Source: an optimization exercise on an open RTL-to-GDS flow (aim: small area, a short achievable clock period and few clock cycles per item). Production flows keep margins and buffers that such runs may drop.
The RTL was checked by simulation tests, not by an equivalence proof against the original design.

== P ==
Design prince_enc, start of the top module:
module prince_enc (
    input  wire         clk,
    input  wire         rst,         
    input  wire         in_valid,
    output wire         in_ready,
    input  wire [63:0]  plaintext,
    input  wire [127:0] key,         
    output wire         out_valid,
    output wire [63:0]  ciphertext
);
Settings: LEC_CHECK=0, CAP_MARGIN=20, CORE_MARGIN=2, CORE_UTILIZATION=60, PLACE_DENSITY=0.72, SLEW_MARGIN=20; clock period 22.0 ns.
standard.sh (not shown) runs the stock make flow with config.mk's settings and CLKGATE_MAP_FILE= SYNTH_SCRIPT=/design/flow/synth_recipe.tcl, a recipe that flattens the netlist after the stock synthesis.
==> flow/flow/run.sh <==
#!/bin/bash
# Standard ORFS layout; repair_timing aims for 16.4 ns of setup slack so the
# flow sizes the critical paths instead of stopping at the 22 ns constraint.
set -euo pipefail
bash standard.sh SETUP_SLACK_MARGIN=16.4 finish > standard_finish.log 2>&1
P went all the way through synthesis, placement and routing and the layout is clean on timing, DRC and antenna.
Testbench counts of P, summed over its fixed seeds: cycles 2,088, items 2,048.
Changes in Q relative to P:
==> flow/flow/run.sh <==
#!/bin/bash
# Own layout flow: the standard flow, with three changes.
#  1. After the standard synthesis, the combinational logic is re-mapped for
#     area by ABC (flow/resynth.ys.in); registers keep their names and cells.
#  2. repair_timing aims for MARGIN ns of setup slack, so the flow sizes the
#     critical paths instead of stopping at the 22 ns constraint.
#  3. Ports are buffered with buf_1 (repair upsizes where needed).
set -euo pipefail
MARGIN=16.8
VARS=(SETUP_SLACK_MARGIN=$MARGIN "BUFFER_PORTS_ARGS=-buffer_cell sky130_fd_sc_hd__buf_1")
bash standard.sh "${VARS[@]}" synth > standard_synth.log 2>&1
R=orfs/results/${FLOW_PLATFORM:-sky130hd}/prince_enc/base
LIB=$FLOW_HOME/platforms/sky130hd/lib/sky130_fd_sc_hd__tt_025C_1v80.lib
YOSYS=$(command -v yosys || echo "$FLOW_HOME/../tools/install/yosys/bin/yosys")
cp $R/1_2_yosys.v standard_1_2_yosys.v
printf 'set_driving_cell sky130_fd_sc_hd__buf_1\nset_load 5\n' > resynth.constr
sed -e "s#@LIB@#$LIB#g" -e "s#@IN@#standard_1_2_yosys.v#" -e "s#@TOP@#${FLOW_TOP:-prince_enc}#" \
    -e "s#@CONSTR@#resynth.constr#" -e "s#@D@#5000#" -e "s#@OUT@#resynth.v#" flow/resynth.ys.in > resynth.ys
"$YOSYS" -l resynth.log -q resynth.ys > /dev/null 2>&1
cp resynth.v $R/1_2_yosys.v
rm -f $R/1_synth.odb $R/1_synth.sdc
bash standard.sh "${VARS[@]}" finish > standard_finish.log 2>&1
==> flow/flow/resynth.ys.in (new file) <==
# Re-map the combinational logic of the standard synthesis netlist for area
# with ABC; flip-flops and tie cells are kept as they are (same instances,
# same names and cell types).
read_liberty -overwrite -ignore_miss_func @LIB@
read_verilog @IN@
hierarchy -top @TOP@
setattr -mod -set keep_hierarchy 1 sky130_fd_sc_hd__df* sky130_fd_sc_hd__conb_1
flatten
opt_clean -purge
abc -liberty @LIB@ -dont_use sky130_fd_sc_hd__probe_p_8 -dont_use sky130_fd_sc_hd__probec_p_8 -dont_use *lpflow* -constr @CONSTR@ -D @D@ -script "+strash; &get -n; &st; &syn2; &dch -f; &nf -R 1000; &put; topo; stime -c"
opt_clean -purge
blackbox sky130_fd_sc_hd__df* sky130_fd_sc_hd__conb_1
stat -liberty @LIB@
write_verilog -noattr -nohex -nodec @OUT@
diff --git a/flow/config.mk b/flow/config.mk
--- a/flow/config.mk
+++ b/flow/config.mk
@@ -8,5 +8,5 @@
 export CAP_MARGIN = 20
 export CORE_MARGIN = 2
-export CORE_UTILIZATION = 60
-export PLACE_DENSITY = 0.72
+export CORE_UTILIZATION = 70
+export PLACE_DENSITY = 0.8
 export SLEW_MARGIN = 20
Notes after the runs:
Q: PASS, flow complete, no timing, DRC or antenna violations
P went all the way through synthesis, placement and routing and the layout is clean on timing, DRC and antenna.
[compare] base=P new=Q: post-place instance area shows a reduction of about 12%, wire length of the first global-routing pass moved down.
Critical path's slowest cell: dfxtp_2 -> Q, dfxtp_1 -> P
Between P and Q, the flow reports number of buffers other than clock buffers in the final layout increasing slightly.
Setup TNS: P vs Q, no meaningful difference
The maximum clock frequency of Q is higher than that of P.
Taking P as the reference, in Q path depth of the worst reg2reg path shows an increase of 4, headroom to the max-slew limit shows a reduction of 1.7 points.
Inputs modified between Q and R:
diff --git a/flow/flow/run.sh b/flow/flow/run.sh
--- a/flow/flow/run.sh
+++ b/flow/flow/run.sh
@@ -7,5 +7,5 @@
 #  3. Ports are buffered with buf_1 (repair upsizes where needed).
 set -euo pipefail
-MARGIN=16.8
+MARGIN=16.6
 VARS=(SETUP_SLACK_MARGIN=$MARGIN "BUFFER_PORTS_ARGS=-buffer_cell sky130_fd_sc_hd__buf_1")
 bash standard.sh "${VARS[@]}" synth > standard_synth.log 2>&1
diff --git a/flow/config.mk b/flow/config.mk
--- a/flow/config.mk
+++ b/flow/config.mk
@@ -8,5 +8,7 @@
 export CAP_MARGIN = 20
 export CORE_MARGIN = 2
-export CORE_UTILIZATION = 70
-export PLACE_DENSITY = 0.8
+export CORE_UTILIZATION = 60
+export CTS_CLUSTER_DIAMETER = 60
+export CTS_CLUSTER_SIZE = 30
+export PLACE_DENSITY = 0.72
 export SLEW_MARGIN = 20
R -> Q: post-route DRC violation count delta 0, exact match
Q leaves less setup margin than R.
Q → R: headroom to the max-slew limit now larger.
Setup changes, R to S
==> flow/flow/run.sh <==
#!/bin/bash
# Standard ORFS layout; repair_timing aims for 16.8 ns of setup slack so the
# flow sizes the critical paths instead of stopping at the 22 ns constraint.
set -euo pipefail
bash standard.sh SETUP_SLACK_MARGIN=16.8 finish > standard_finish.log 2>&1
diff --git a/flow/config.mk b/flow/config.mk
--- a/flow/config.mk
+++ b/flow/config.mk
@@ -9,6 +9,4 @@
 export CORE_MARGIN = 2
 export CORE_UTILIZATION = 60
-export CTS_CLUSTER_DIAMETER = 60
-export CTS_CLUSTER_SIZE = 30
 export PLACE_DENSITY = 0.72
 export SLEW_MARGIN = 20
removed: flow/flow/resynth.ys.in
## What came out
Per the final summary, S finished and its layout is clean on timing, DRC and antenna. Compared to R, the router laid down more metal wire for S. S vs. R: setup slack went up by 31 ps. Looking at endpoint of the most critical setup path, the ciphertext[16] result is from R; the ciphertext[62] one comes from S. S vs R — net count after synthesis rose 46.
Here is what was changed in the inputs of T compared with S.
==> flow/run.sh (new file) <==
#!/bin/bash
# synth_recipe.tcl (not shown) runs the flow's synth.tcl, then flattens the netlist and writes it again
# the make line also repeats each setting of config.mk as NAME=value (left out here)
make -C /OpenROAD-flow-scripts/flow DESIGN_CONFIG=/design/flow/config.mk WORK_HOME=/design/flow/orfs CLKGATE_MAP_FILE= SYNTH_SCRIPT=/design/flow/synth_recipe.tcl finish
removed: flow/flow/run.sh
removed: flow/standard.sh
--- outcome ---
There was hardly any difference in sequential cell area share between T and S. Worst reg-to-reg setup slack was lower in T than in S. S → T: count of antenna diodes in the layout now larger, ratio of final minimum period to clock period now larger, clock period minus final worst setup slack now larger, arrival time of data at the critical path endpoint now larger. The area growth from synthesis to layout was comparable across T and S. T: minimum setup slack in the final design 440 ps below S. As far as cell area is concerned, T and S perform about the same. Final wirelength delta (T -> S): insignificant. The critical path's slowest cell comes out dfxtp_2 in one run and clkdlybuf4s50_1 in the other, namely in S and T respectively.

========
Setup of rev 12:
prince_enc, a different RTL version from the one above (not shown whole).
For scale: about 5100 cells after synthesis, ~260 I/O pins, about 0.043 mm^2 of cells after synthesis.
Settings: LEC_CHECK=0, CAP_MARGIN=20, CORE_MARGIN=2, CORE_UTILIZATION=60, CTS_CLUSTER_DIAMETER=60, CTS_CLUSTER_SIZE=30, PLACE_DENSITY=0.72, SLEW_MARGIN=20; clock period 22.0 ns.
==> flow/flow/run.sh <==
#!/bin/bash
# Own layout flow: the standard flow, with three changes.
#  1. After the standard synthesis, the combinational logic is re-mapped for
#     area by ABC (flow/resynth.ys.in); registers keep their names and cells.
#  2. repair_timing aims for MARGIN ns of setup slack, so the flow sizes the
#     critical paths instead of stopping at the 22 ns constraint.
#  3. Ports are buffered with buf_1 (repair upsizes where needed).
set -euo pipefail
MARGIN=16.45
VARS=(SETUP_SLACK_MARGIN=$MARGIN "BUFFER_PORTS_ARGS=-buffer_cell sky130_fd_sc_hd__buf_1")
bash standard.sh "${VARS[@]}" synth > standard_synth.log 2>&1
R=orfs/results/${FLOW_PLATFORM:-sky130hd}/prince_enc/base
LIB=$FLOW_HOME/platforms/sky130hd/lib/sky130_fd_sc_hd__tt_025C_1v80.lib
YOSYS=$(command -v yosys || echo "$FLOW_HOME/../tools/install/yosys/bin/yosys")
cp $R/1_2_yosys.v standard_1_2_yosys.v
printf 'set_driving_cell sky130_fd_sc_hd__buf_1\nset_load 5\n' > resynth.constr
sed -e "s#@LIB@#$LIB#g" -e "s#@IN@#standard_1_2_yosys.v#" -e "s#@TOP@#${FLOW_TOP:-prince_enc}#" \
    -e "s#@CONSTR@#resynth.constr#" -e "s#@D@#5000#" -e "s#@OUT@#resynth.v#" flow/resynth.ys.in > resynth.ys
"$YOSYS" -l resynth.log -q resynth.ys > /dev/null 2>&1
cp resynth.v $R/1_2_yosys.v
rm -f $R/1_synth.odb $R/1_synth.sdc
bash standard.sh "${VARS[@]}" finish > standard_finish.log 2>&1
==> flow/flow/resynth.ys.in <==
# Re-map the combinational logic of the standard synthesis netlist for area
# with ABC; flip-flops and tie cells are kept as they are (same instances,
# same names and cell types).
read_liberty -overwrite -ignore_miss_func @LIB@
read_verilog @IN@
hierarchy -top @TOP@
setattr -mod -set keep_hierarchy 1 sky130_fd_sc_hd__df* sky130_fd_sc_hd__conb_1
flatten
opt_clean -purge
abc -liberty @LIB@ -dont_use sky130_fd_sc_hd__probe_p_8 -dont_use sky130_fd_sc_hd__probec_p_8 -dont_use *lpflow* -constr @CONSTR@ -D @D@ -script "+strash; &get -n; &st; &syn2; &dch -f; &nf -R 1000; &put; topo; stime -c"
opt_clean -purge
blackbox sky130_fd_sc_hd__df* sky130_fd_sc_hd__conb_1
stat -liberty @LIB@
write_verilog -noattr -nohex -nodec @OUT@
Rev 12 | stages: all done | timing, DRC, antenna: all pass
Testbench counts of rev 12, summed over its fixed seeds: cycles 2,080, items 2,048.
The following lists how rev 13 was set up differently from rev 12:
==> flow/flow/run.sh <==
#!/bin/bash
# Standard ORFS layout with two changes: repair_timing aims for 16.6 ns of setup
# slack (so the flow sizes the critical paths instead of stopping at the 22 ns
# constraint), and ports are buffered with buf_1 (repair upsizes where needed).
set -euo pipefail
bash standard.sh SETUP_SLACK_MARGIN=16.6 "BUFFER_PORTS_ARGS=-buffer_cell sky130_fd_sc_hd__buf_1" finish > standard_finish.log 2>&1
--- a/flow/config.mk
+++ b/flow/config.mk
@@ -10,4 +10,2 @@
 export CORE_UTILIZATION = 60
-export CTS_CLUSTER_DIAMETER = 60
-export CTS_CLUSTER_SIZE = 30
 export PLACE_DENSITY = 0.72
removed: flow/flow/resynth.ys.in
## What came out
Looking at final design utilization, rev 13 sits 1.7 points below rev 12.
Against rev 12, number of buffers created by CTS in rev 13 rose by more than a quarter.
Compared with rev 12, rev 13 shows a higher design area.
The higher net count after synthesis of rev 13 and rev 12 is in rev 13.

==> what the ideal ports hide <==
No port has a modelled driver above. Below, the same layouts with a new extraction and two added sets of constraints.
Step 1 assumes that a clkbuf_16 drives the clock port and a buf_2 every other input.
Step 2 moves the port delays by t, midway between the first and last clock arrival at a register: inputs arrive t later, outputs are due t later. That takes back most of the time a late clock gives input paths.
Three values: ideal ports, drivers, drivers and shift; two values: the first two.
run | t, ns | setup slack, ns | hold WS [ns]
P | 0.709 | 16.429 / 16.359 / 16.248 | 0.306 / 0.306 / 0.306
Q | 0.738 | 16.469 / 16.398 / 16.914 | 0.305 / 0.305 / 0.305
R | 0.728 | 16.483 / 16.408 / 16.900 | 0.327 / 0.327 / 0.327
S | 0.709 | 16.514 / 16.444 / 16.246 | 0.305 / 0.305 / 0.305
T | 0.710 | 16.072 / 16.001 / 16.241 | 0.303 / 0.303 / 0.303
rev 12 | 0.724 | 15.728 / 15.728 / 15.728 | 0.303 / 0.303 / 0.303
rev 13 | 0.710 | 16.512 / 16.440 / 15.943 | 0.315 / 0.315 / 0.315
After both steps every run listed still meets setup and hold. For rev 13, which loses most, drivers alone change the setup slack by -0.072 ns; drivers and shift together by -0.569 ns.
